Source: an optimization exercise on an open RTL-to-GDS flow (aim: small area, a short achievable clock period and few clock cycles). Production flows keep margins and buffers that such runs may drop.
Only simulation tests tie the RTL to the original design; equivalence was not proved.
Power is estimated from default activity; no workload was simulated.

## alpha
Design CPU, start of the top module:
module CPU(
	input clk,
	input rst,
	output [31:0]imem_addr,
	input [31:0]imem_rdata,
	output [31:0]dmem_addr,
	output [31:0]dmem_wdata,
	output dmem_we,
	input [31:0]dmem_rdata
    );
	reg [9:0] pc;                  
	reg        id_valid;           
	reg        id_vn;              
	reg        rp;                 
	reg [9:0]  rpc;
	reg [1:0]  id_bix;             
	reg [1:0]  bht [0:3];          
	reg        up_v, up_t;         
	reg [1:0]  up_ix;
	reg [31:1] id_rsa, id_rsb;     
	reg        id_fwa, id_fwb;     
	reg        id_fla;             
	reg [15:0] id_imm;             
	reg        id_pos, id_neg;     
	reg        id_ci;              
	reg        id_sum;             
	reg        id_and, id_or, id_slt, id_sltw;
	reg        id_lw, id_sw;
	reg        id_rq, id_rn, id_rg, id_rl;    
	reg        id_wr;              
	reg [4:0]  id_dest;
	reg [9:0]  id_alt;             
	reg [31:0] mem_res;            
	reg [31:0] mem_sd;             
	reg        mem_we, mem_wb, mem_ld;
	reg [4:0]  mem_dest;
	reg [31:0] rf [1:31];
	wire bht_p = bht[pc[1:0]][1];
	wire [31:0] ins = imem_rdata;
	wire [5:0] op = ins[31:26];
	wire [5:0] fn = ins[5:0];
	wire [4:0] f_rs = ins[25:21];
	wire [4:0] f_rt = ins[20:16];
	wire [4:0] f_rd = ins[15:11];
	wire f_r0   = (op == 6'h00);
	wire f_add  = f_r0 & (fn == 6'h20);
	wire f_sub  = f_r0 & (fn == 6'h22);
	wire f_and  = f_r0 & (fn == 6'h24);
	wire f_or   = f_r0 & (fn == 6'h25);
	wire f_slt  = f_r0 & (fn == 6'h2a);
	wire f_rtype = f_add | f_sub | f_and | f_or | f_slt;
	wire f_addi = (op == 6'h08);
	wire f_lw   = (op == 6'h23);
	wire f_sw   = (op == 6'h2b);
	wire f_beq  = (op == 6'h04);
	wire f_bgtz = (op == 6'h07);
	wire f_j    = (op == 6'h02);
	wire f_imm  = f_addi | f_lw | f_sw;
	wire f_pt   = (f_beq | f_bgtz) & bht_p;    
	wire [4:0] f_dest = f_rtype ? f_rd : f_rt;
	wire f_wr = (f_rtype | f_addi | f_lw) & (f_dest != 5'd0);
	wire [9:0] pc1  = pc + 10'd1;
	wire [9:0] btgt;
	ks10 uadd(.a(pc), .b(ins[9:0]), .s(btgt));
	wire [9:0] alt  = f_pt ? pc1 : btgt;
	wire s_j = f_j & ~rp & ~rst;
	wire s_t = f_pt & ~rp & ~rst;
	wire s_s = ((~f_j & ~f_pt) | rp) & ~rst;
	wire [9:0] pcs = rp ? rpc : pc1;
	wire [9:0] predn;
	wire [9:0] altn = ~(id_alt & {10{~rst}});
	wire [9:0] pc_d;
	genvar gp;
	generate for (gp = 0; gp < 10; gp = gp + 1) begin : npc
  ...
Size in the first run: about 4,000 cells after synthesis.
==> flow/config.mk <==
export PLATFORM = sky130hd
export DESIGN_NAME = CPU
export DESIGN_NICKNAME = CPU
export VERILOG_FILES = /design/flow/design.v
export SDC_FILE = /design/flow/constraint.sdc
export NUM_CORES = 8
export LEC_CHECK = 0
export CAP_MARGIN = 20
export CORE_MARGIN = 2
export CORE_UTILIZATION = 60
export CTS_BUF_LIST = sky130_fd_sc_hd__clkbuf_8 sky130_fd_sc_hd__clkbuf_16
export CTS_CLUSTER_DIAMETER = 60
export CTS_CLUSTER_SIZE = 30
export GPL_ROUTABILITY_DRIVEN = 0
export SLEW_MARGIN = 20
export SYNTH_HIERARCHICAL = 1
==> flow/constraint.sdc <==
create_clock -name core_clock -period 10.5 [get_ports {clk}]
set_input_delay 2.1000 -clock core_clock [delete_from_list [all_inputs] [get_ports {clk}]]
set_output_delay 2.1000 -clock core_clock [all_outputs]
set_load 0.01 [all_outputs]
standard.sh (not shown) runs the stock make flow with config.mk's settings and CLKGATE_MAP_FILE= SYNTH_SCRIPT=/design/flow/synth_recipe.tcl, a recipe that flattens the netlist after the stock synthesis.
==> flow/flow/run.sh <==
#!/bin/bash
# Layout flow: the standard synthesis, then the ORFS flow with
#  - combinational cells reset to drive strength 1 before floorplanning,
#  - timing repair aimed at a tighter setup target (SETUP_SLACK_MARGIN),
#  - port buffers of a plain buffer cell.
# Each tool's log goes to the ORFS logs folder; make's output to *.log here.
set -e
F=$(pwd)/flow
bash standard.sh synth > synth.log 2>&1
bash standard.sh PRE_FLOORPLAN_TCL=$F/downsize.tcl \
  SETUP_SLACK_MARGIN=7 TNS_END_PERCENT=100 \
  "BUFFER_PORTS_ARGS=-buffer_cell sky130_fd_sc_hd__buf_2" \
  finish > layout.log 2>&1
==> flow/flow/downsize.tcl <==
# Before floorplanning: put every combinational logic cell at its smallest
# drive strength; timing repair later sizes up the cells that need it.
set db [ord::get_db]
set n 0
foreach inst [[ord::get_db_block] getInsts] {
  set m [[$inst getMaster] getName]
  if {![regexp {^sky130_fd_sc_hd__([a-z0-9]+)_([0-9]+)$} $m -> base sz]} { continue }
  if {$sz <= 1} { continue }
  if {[regexp {^(df|edf|sdf|dl|buf|inv|clk|conb|tap|fill|decap|diode|bufbuf|bufinv|probe|lpflow|macro)} $base]} { continue }
  set new [$db findMaster sky130_fd_sc_hd__${base}_1]
  if {$new eq "NULL" || $new eq ""} { continue }
  $inst swapMaster $new
  incr n
}
puts "downsize: $n cells set to drive strength 1"
alpha: flow completed, timing, DRC and antenna clean
Testbench counts of alpha, summed over its fixed seeds: cycles 30,486.
## Diff of input files: beta against alpha
diff --git a/flow/config.mk b/flow/config.mk
--- a/flow/config.mk
+++ b/flow/config.mk
@@ -8,9 +8,8 @@
 export CAP_MARGIN = 20
 export CORE_MARGIN = 2
-export CORE_UTILIZATION = 60
-export CTS_BUF_LIST = sky130_fd_sc_hd__clkbuf_8 sky130_fd_sc_hd__clkbuf_16
+export CORE_UTILIZATION = 70
+export CTS_BUF_LIST = sky130_fd_sc_hd__clkbuf_16
 export CTS_CLUSTER_DIAMETER = 60
 export CTS_CLUSTER_SIZE = 30
-export GPL_ROUTABILITY_DRIVEN = 0
 export SLEW_MARGIN = 20
 export SYNTH_HIERARCHICAL = 1
Notes after the runs:
Looking at utilization, beta sits 11 points higher than alpha does. Compared with alpha, beta shows final area that has gone down slightly. beta gives more endpoint arrival time on the critical path than alpha did. The final critical-path required period of beta was inferior to that of alpha.
The inputs of gamma differ from those of beta as listed below.
diff --git a/flow/flow/run.sh b/flow/flow/run.sh
--- a/flow/flow/run.sh
+++ b/flow/flow/run.sh
@@ -9,5 +9,5 @@
 bash standard.sh synth > synth.log 2>&1
 bash standard.sh PRE_FLOORPLAN_TCL=$F/downsize.tcl \
-  SETUP_SLACK_MARGIN=7 TNS_END_PERCENT=100 \
+  SETUP_SLACK_MARGIN=6.8 TNS_END_PERCENT=100 \
   "BUFFER_PORTS_ARGS=-buffer_cell sky130_fd_sc_hd__buf_2" \
   finish > layout.log 2>&1
diff --git a/flow/config.mk b/flow/config.mk
--- a/flow/config.mk
+++ b/flow/config.mk
@@ -8,5 +8,5 @@
 export CAP_MARGIN = 20
 export CORE_MARGIN = 2
-export CORE_UTILIZATION = 70
+export CORE_UTILIZATION = 60
 export CTS_BUF_LIST = sky130_fd_sc_hd__clkbuf_16
 export CTS_CLUSTER_DIAMETER = 60
Notes after the runs:
Diff gamma..beta | count of port buffers added during placement | unchanged
Of beta and gamma, the lower number of post-CTS setup repair buffers belongs to gamma.
Delta (gamma minus beta): fraction of power consumed by combinational cells -0.8 points, first-pass GRT wire length +about 1.2%.
gamma vs beta — part of the total power dissipated in the clock network rose 2.7 points.

-- port drivers added, routing unchanged --
No port has a modelled driver above. Below, the same layouts with a new extraction and two added sets of constraints. Step 1, drivers: a clkbuf_16 drives clk and a buf_2 each remaining input, both assumed. Step 2 also shifts input and output timing later by t, the mid clock arrival at the registers, as if the neighbouring blocks saw the same clock. Three values: ideal, step 1, step 2; two values: the first two.
run | t, ns | setup slack, ns | hold slack, ns | slew at the worst register clock pin (ns) | cell pins on the clock port's net
alpha | 0.766 | 6.916 / 6.902 / 6.214 | 0.345 / 0.345 / 0.345 | 0.10 / 0.10 | 1
beta | 0.722 | 6.797 / 6.797 / 6.162 | 0.355 / 0.355 / 0.355 | 0.11 / 0.11 | 1
gamma | 0.730 | 6.689 / 6.689 / 6.092 | 0.358 / 0.358 / 0.358 | 0.10 / 0.10 | 1
After both steps every run listed still meets setup and hold. For alpha, which loses most, drivers alone change the setup slack by -0.014 ns; drivers and shift together by -0.702 ns.
